Background: an optimization exercise with open tools, aiming at small area. Do not read the settings as production practice. Function was checked by simulation only, so behaviour that the tests miss may differ from the original. No activity file was given, so power comes from the tool's default toggle rates.

==> onyx: inputs <==
// flash_adc_encoder_top
module flash_adc_encoder_top #(parameter N = 255)(
    input               clk,
    input  [N-1:0]      therm_in,
    output reg [7:0]    code_out
);
==> flow/config.mk <==
export PLATFORM = sky130hd
export DESIGN_NAME = flash_adc_encoder_top
export DESIGN_NICKNAME = flash_adc_encoder_top
export VERILOG_FILES = /design/flow/design.v
export SDC_FILE = /design/flow/constraint.sdc
export NUM_CORES = 4
export LEC_CHECK = 0
export CAP_MARGIN = 20
export CORE_AREA = 2.5 2.5 87.5 87.5
export CTS_BUF_LIST = sky130_fd_sc_hd__clkbuf_2
export DIE_AREA = 0 0 90 90
export GPL_TIMING_DRIVEN = 0
export SETUP_SLACK_MARGIN = -0.08
export SLEW_MARGIN = 20
==> flow/constraint.sdc <==
create_clock -name core_clock -period 3.0 [get_ports {clk}]
set_input_delay 0.6000 -clock core_clock [delete_from_list [all_inputs] [get_ports {clk}]]
set_output_delay 0.6000 -clock core_clock [all_outputs]
set_load 0.01 [all_outputs]
standard.sh (not shown) runs the stock make flow with config.mk's settings and CLKGATE_MAP_FILE= SYNTH_SCRIPT=/design/flow/synth_recipe.tcl, a recipe that flattens the netlist after the stock synthesis.
==> flow/flow/run.sh <==
#!/bin/bash
# Layout flow: the standard ORFS flow, with two changes.
#  - Synthesis maps with an area-oriented ABC script (flow/abc_area.script):
#    the same ORFS synthesis otherwise, so the registers and their names match.
#  - The port buffers are sky130_fd_sc_hd__buf_1 cells.
set -euo pipefail
cd "$(dirname "$0")/.."
rm -rf scripts_own
cp -r "$FLOW_HOME/scripts" scripts_own
cp flow/abc_area.script scripts_own/abc_area.script
bash standard.sh SCRIPTS_DIR="$PWD/scripts_own" ABC_AREA=1 \
  "BUFFER_PORTS_ARGS=-buffer_cell sky130_fd_sc_hd__buf_1" \
  SKIP_CTS_REPAIR_TIMING=1 RECOVER_POWER=100 finish > standard.log 2>&1
==> flow/flow/abc_area.script <==
strash; &get -n; &st; &nf -a -R 1000 -F 8 -A 8; &put; topo; stime -c
==> garnet: changes against onyx <==
--- a/flow/flow/run.sh
+++ b/flow/flow/run.sh
@@ -10,4 +10,3 @@
 cp flow/abc_area.script scripts_own/abc_area.script
 bash standard.sh SCRIPTS_DIR="$PWD/scripts_own" ABC_AREA=1 \
-  "BUFFER_PORTS_ARGS=-buffer_cell sky130_fd_sc_hd__buf_1" \
-  SKIP_CTS_REPAIR_TIMING=1 RECOVER_POWER=100 finish > standard.log 2>&1
+  "BUFFER_PORTS_ARGS=-buffer_cell sky130_fd_sc_hd__buf_1" finish > standard.log 2>&1
PLACE_DENSITY = 0.8   (was not set)
SETUP_SLACK_MARGIN = -0.16   (was -0.08)
==> harbor: changes against onyx <==
--- a/flow/flow/run.sh
+++ b/flow/flow/run.sh
@@ -10,4 +10,3 @@
 cp flow/abc_area.script scripts_own/abc_area.script
 bash standard.sh SCRIPTS_DIR="$PWD/scripts_own" ABC_AREA=1 \
-  "BUFFER_PORTS_ARGS=-buffer_cell sky130_fd_sc_hd__buf_1" \
-  SKIP_CTS_REPAIR_TIMING=1 RECOVER_POWER=100 finish > standard.log 2>&1
+  "BUFFER_PORTS_ARGS=-buffer_cell sky130_fd_sc_hd__buf_1" finish > standard.log 2>&1
CORE_AREA = 2.5 2.5 107.5 107.5   (was 2.5 2.5 87.5 87.5)
DIE_AREA = 0 0 110 110   (was 0 0 90 90)
SETUP_SLACK_MARGIN = not set   (was -0.08)
==> results.txt <==
Design area, highest first: harbor, onyx, garnet.
The lowest global-route usage belongs to harbor, the highest to onyx.
Between garnet and onyx, the lower via count is in garnet (gap about 2.5%, measured against onyx).
harbor ran to the end with no violations. onyx produced a clean layout. garnet passed the timing, design-rule and antenna checks.
First-iteration DRC count: onyx < garnet < harbor.
Hold slack, highest first: harbor, onyx, garnet.
Against onyx, the routed wire length of harbor is larger by 0.88%.

==> inputs of 07-07 <==
Another version of the RTL of flash_adc_encoder_top (not shown whole).
clock: 3.0 ns
lec_check: 0
cap_margin: 20
core_area: 2.5 2.5 107.5 107.5
die_area: 0 0 110 110
slew_margin: 20
==> flow/flow/run.sh <==
#!/bin/bash
# Layout flow: the standard ORFS flow, with two changes.
#  - Synthesis maps with an area-oriented ABC script (flow/abc_area.script):
#    the same ORFS synthesis otherwise, so the registers and their names match.
#  - The port buffers are sky130_fd_sc_hd__buf_1 cells.
set -euo pipefail
cd "$(dirname "$0")/.."
rm -rf scripts_own
cp -r "$FLOW_HOME/scripts" scripts_own
cp flow/abc_area.script scripts_own/abc_area.script
bash standard.sh SCRIPTS_DIR="$PWD/scripts_own" ABC_AREA=1 \
  "BUFFER_PORTS_ARGS=-buffer_cell sky130_fd_sc_hd__buf_1" finish > standard.log 2>&1
==> flow/flow/abc_area.script <==
strash; &get -n; &st; &nf -a -R 1000; &put; topo; stime -c
==> 08-15 (differences from 07-07) <==
CORE_AREA = 2.5 2.5 65.5 65.5   (was 2.5 2.5 107.5 107.5)
DIE_AREA = 0 0 68 68   (was 0 0 110 110)
==> 10-17 (differences from 07-07) <==
CTS_BUF_LIST = sky130_fd_sc_hd__clkbuf_2   (was default)
GPL_TIMING_DRIVEN = 0   (was default)
==> qor summary <==
Post-placement setup slack: 08-15 -; 07-07 347 ps; 10-17 -703 ps
Overall routed net length: 08-15 -; 07-07 10700 µm; 10-17 10700 µm
GR Overflow Total: 08-15 -; 07-07 0; 10-17 0
Transition at the pin with the smallest max-transition slack: 08-15 -; 07-07 676 ps; 10-17 970 ps
Number of nets still failing antenna checks after routing: 08-15 -; 07-07 0; 10-17 0
Multi-input combinational area share: 08-15 -; 07-07 58.3%; 10-17 61.7%
Met2 wire len: 08-15 -; 07-07 5130 µm; 10-17 5180 µm
Cell area after layout: 08-15 -; 07-07 3570 µm²; 10-17 3480 µm²
Initial core utilization: 08-15 57.3%; 07-07 20.8%; 10-17 20.8%
Net Switching: 08-15 -; 07-07 206 µW; 10-17 212 µW
Clock Tree Buf Depth: 08-15 -; 07-07 2; 10-17 2
First-pass GRT wire length: 08-15 -; 07-07 15600 µm; 10-17 15600 µm
Run status: 08-15 aborted with a tool error; 07-07 finished clean; 10-17 finished clean
Last stage reached: 08-15 3_2_place_iop; 07-07 -; 10-17 -
Drt pass-1 iters: 08-15 -; 07-07 4; 10-17 6
GR Layer Usage met2: 08-15 -; 07-07 29.5%; 10-17 29.4%
Capturing element of the worst setup path: 08-15 -; 07-07 code_out[5]; 10-17 code_out[6]
Power drawn by the clock network: 08-15 -; 07-07 126 µW; 10-17 70.6 µW
Number of antenna diodes: 08-15 -; 07-07 0; 10-17 0
Tapcells: 08-15 -; 07-07 140; 10-17 140
Standard cell with the maximum stage delay on the critical path: 08-15 -; 07-07 or3_1; 10-17 nor4b_2
Met3 usage in global routing: 08-15 -; 07-07 1.98%; 10-17 1.63%

[separate check: timing with driven ports]
The results above use ideal ports. As a check the final layouts listed here were re-extracted and re-timed, cells and wires unchanged. Step 1 (the two cells are an assumption about what drives the block):
set clk [get_ports {clk}]
set_driving_cell -lib_cell sky130_fd_sc_hd__clkbuf_16 $clk
set_driving_cell -lib_cell sky130_fd_sc_hd__buf_2 [delete_from_list [all_inputs] $clk]
Step 2 times the ports against the registers' clock, not the clock port: input delays grow and output delays shrink by t, the midpoint of the rising clock arrivals with the driver on. Slacks: ideal / step 1 / step 2; pairs: ideal / step 1.
run | shift t [ns] | setup WS [ns] | clock arrival spread, ns | pins driven straight from the clock port
onyx | 0.240 | 0.210 / 0.206 / -0.034 | 0.000 / 0.000 | 1
garnet | 0.266 | 0.120 / 0.123 / -0.143 | 0.005 / 0.005 | 1
harbor | 0.248 | 0.265 / 0.266 / 0.018 | 0.006 / 0.006 | 1
07-07 | 0.252 | 0.593 / 0.602 / 0.350 | 0.002 / 0.002 | 1
10-17 | 0.268 | 0.232 / 0.239 / -0.028 | 0.001 / 0.001 | 1
With both steps, setup timing fails in onyx, garnet and 10-17, where it was met with ideal ports. For garnet, which loses most, drivers alone change the setup slack by +0.003 ns; drivers and shift together by -0.263 ns.
